From an optimization exercise on the open Yosys and OpenROAD flow, aimed at small area, a short achievable clock period and few clock cycles; shortcuts taken in it are not production practice.

before:
==> flow/design.v (excerpt) <==
module mips(
	input clk, arst_n,
	input [31:0] instr, mem_read_data,
	output [31:0] current_inst, alu_out, mem_write_data,
	output mem_write
);
For scale: roughly 5000 cells after synthesis, about 0.068 mm² of cells after synthesis.
Settings: LEC_CHECK=0, CAP_MARGIN=20, CORE_MARGIN=2, CORE_UTILIZATION=55, SLEW_MARGIN=20, SYNTH_HIERARCHICAL=1; clock period 22.0 ns.
standard.sh (not shown) runs the stock make flow with config.mk's settings and CLKGATE_MAP_FILE= SYNTH_SCRIPT=/design/flow/synth_recipe.tcl, a recipe that flattens the netlist after the stock synthesis.
==> flow/flow/run.sh <==
#!/bin/bash
# The standard ORFS flow (the standard.sh) with these changes to how the
# layout is made:
#  - timing repair is asked to leave a setup margin, so that the tools keep
#    improving paths that already meet the design's period;
#  - the port buffers are plain buffers;
#  - clock tree synthesis uses larger sink clusters and no dummy loads.
# Each step's output goes to a log of its own.
set -euo pipefail
MARGIN=${MARGIN:-16.4}
CTS="-sink_clustering_enable -repair_clock_nets -sink_clustering_size 28 -sink_clustering_max_diameter 75 -dont_use_dummy_load"
bash standard.sh synth > log_synth.txt 2>&1
for t in floorplan place cts route finish; do
  bash standard.sh SETUP_SLACK_MARGIN=$MARGIN "BUFFER_PORTS_ARGS=-buffer_cell sky130_fd_sc_hd__buf_1" "CTS_ARGS=$CTS" $t > log_$t.txt 2>&1
done
Having completed the whole flow, before delivered a layout that passed the timing, DRC and antenna checks.
What after does differently from before at the input level:
diff --git a/flow/flow/run.sh b/flow/flow/run.sh
--- a/flow/flow/run.sh
+++ b/flow/flow/run.sh
@@ -11 +11 @@
-CTS="-sink_clustering_enable -repair_clock_nets -sink_clustering_size 28 -sink_clustering_max_diameter 75 -dont_use_dummy_load"
+CTS="-sink_clustering_enable -repair_clock_nets -sink_clustering_size 25 -sink_clustering_max_diameter 70 -dont_use_dummy_load"
@@ -14 +14 @@
-  bash standard.sh SETUP_SLACK_MARGIN=$MARGIN "BUFFER_PORTS_ARGS=-buffer_cell sky130_fd_sc_hd__buf_1" "CTS_ARGS=$CTS" $t > log_$t.txt 2>&1
+  bash standard.sh SETUP_SLACK_MARGIN=$MARGIN "BUFFER_PORTS_ARGS=-buffer_cell sky130_fd_sc_hd__buf_2" "CTS_ARGS=$CTS" $t > log_$t.txt 2>&1
Results
before and after ended up with roughly the same routed length on met2.
Of after and before, after shows the lower stage delay of the slowest cell on the critical path, with before above it.
Comparing after and before, the lower cell count along the critical path is on after.
Relative to before, after improves routed wire length.
Setup slack: after more than before
When after is set beside before, its clock buffer count turns out to be 19% larger.
after reports a higher transition at the pin with the smallest max-transition slack than before does.
No run of this note included a check of the RTL's function; only the layout flow was run.

========
mips again, from the RTL that the note above started with.
Settings: LEC_CHECK=0, CAP_MARGIN=20, CORE_MARGIN=2, CORE_UTILIZATION=55, SLEW_MARGIN=20, SYNTH_HIERARCHICAL=1; clock period 22.0 ns.
==> flow/flow/run.sh <==
#!/bin/bash
# The standard ORFS flow (the standard.sh) with these changes to how the
# layout is made:
#  - timing repair is asked to leave a setup margin, so that the tools keep
#    improving paths that already meet the design's period;
#  - the port buffers are plain buffers;
#  - clock tree synthesis uses larger sink clusters and no dummy loads.
# Each step's output goes to a log of its own.
set -euo pipefail
MARGIN=${MARGIN:-16.4}
CTS="-sink_clustering_enable -repair_clock_nets -sink_clustering_size 30 -sink_clustering_max_diameter 80 -dont_use_dummy_load"
bash standard.sh synth > log_synth.txt 2>&1
for t in floorplan place cts route finish; do
  bash standard.sh SETUP_SLACK_MARGIN=$MARGIN "BUFFER_PORTS_ARGS=-buffer_cell sky130_fd_sc_hd__buf_2" "CTS_ARGS=$CTS" $t > log_$t.txt 2>&1
done
Rerun with:
--- a/flow/flow/run.sh
+++ b/flow/flow/run.sh
@@ -10,2 +10,2 @@
-MARGIN=${MARGIN:-16.4}
-CTS="-sink_clustering_enable -repair_clock_nets -sink_clustering_size 30 -sink_clustering_max_diameter 80 -dont_use_dummy_load"
+MARGIN=${MARGIN:-16.7}
+CTS="-sink_clustering_enable -repair_clock_nets -sink_clustering_size 25 -sink_clustering_max_diameter 70 -dont_use_dummy_load"
Effect:
- The new run ran to the end with no violations
- via count stays flat
- first-iteration DRC count went down by 5.0%
- fmax went down by 0.34%
Function was not checked in any run of this note: the RTL went through the layout flow alone.

static timing again, ports no longer ideal:
How much do the figures lean on ideal ports? The routed layouts below were timed once more, with nothing changed but the port constraints.
Step 1, drivers: a clkbuf_16 drives clk and a buf_2 each remaining input, both assumed.
Step 2 times the ports against the registers' clock, not the clock port: input delays grow and output delays shrink by t, the midpoint of the rising clock arrivals with the driver on.
a / b / c = no drivers / after step 1 / after step 2; a / b = the first two.
run | shift t [ns] | slack for setup (ns) | worst setup path at the end
before | 0.756 | 16.323 / 16.275 / 15.735 | input to register
after | 0.773 | 16.352 / 16.270 / 15.940 | input to register
the first run of note 2 | 0.752 | 16.357 / 16.271 / 15.946 | input to register
the second run of note 2 | 0.786 | 16.338 / 16.257 / 16.015 | input to register
After both steps every run listed still meets setup and hold. The setup slack of before, which loses most, moves by -0.048 ns with the drivers and by -0.588 ns with both steps.
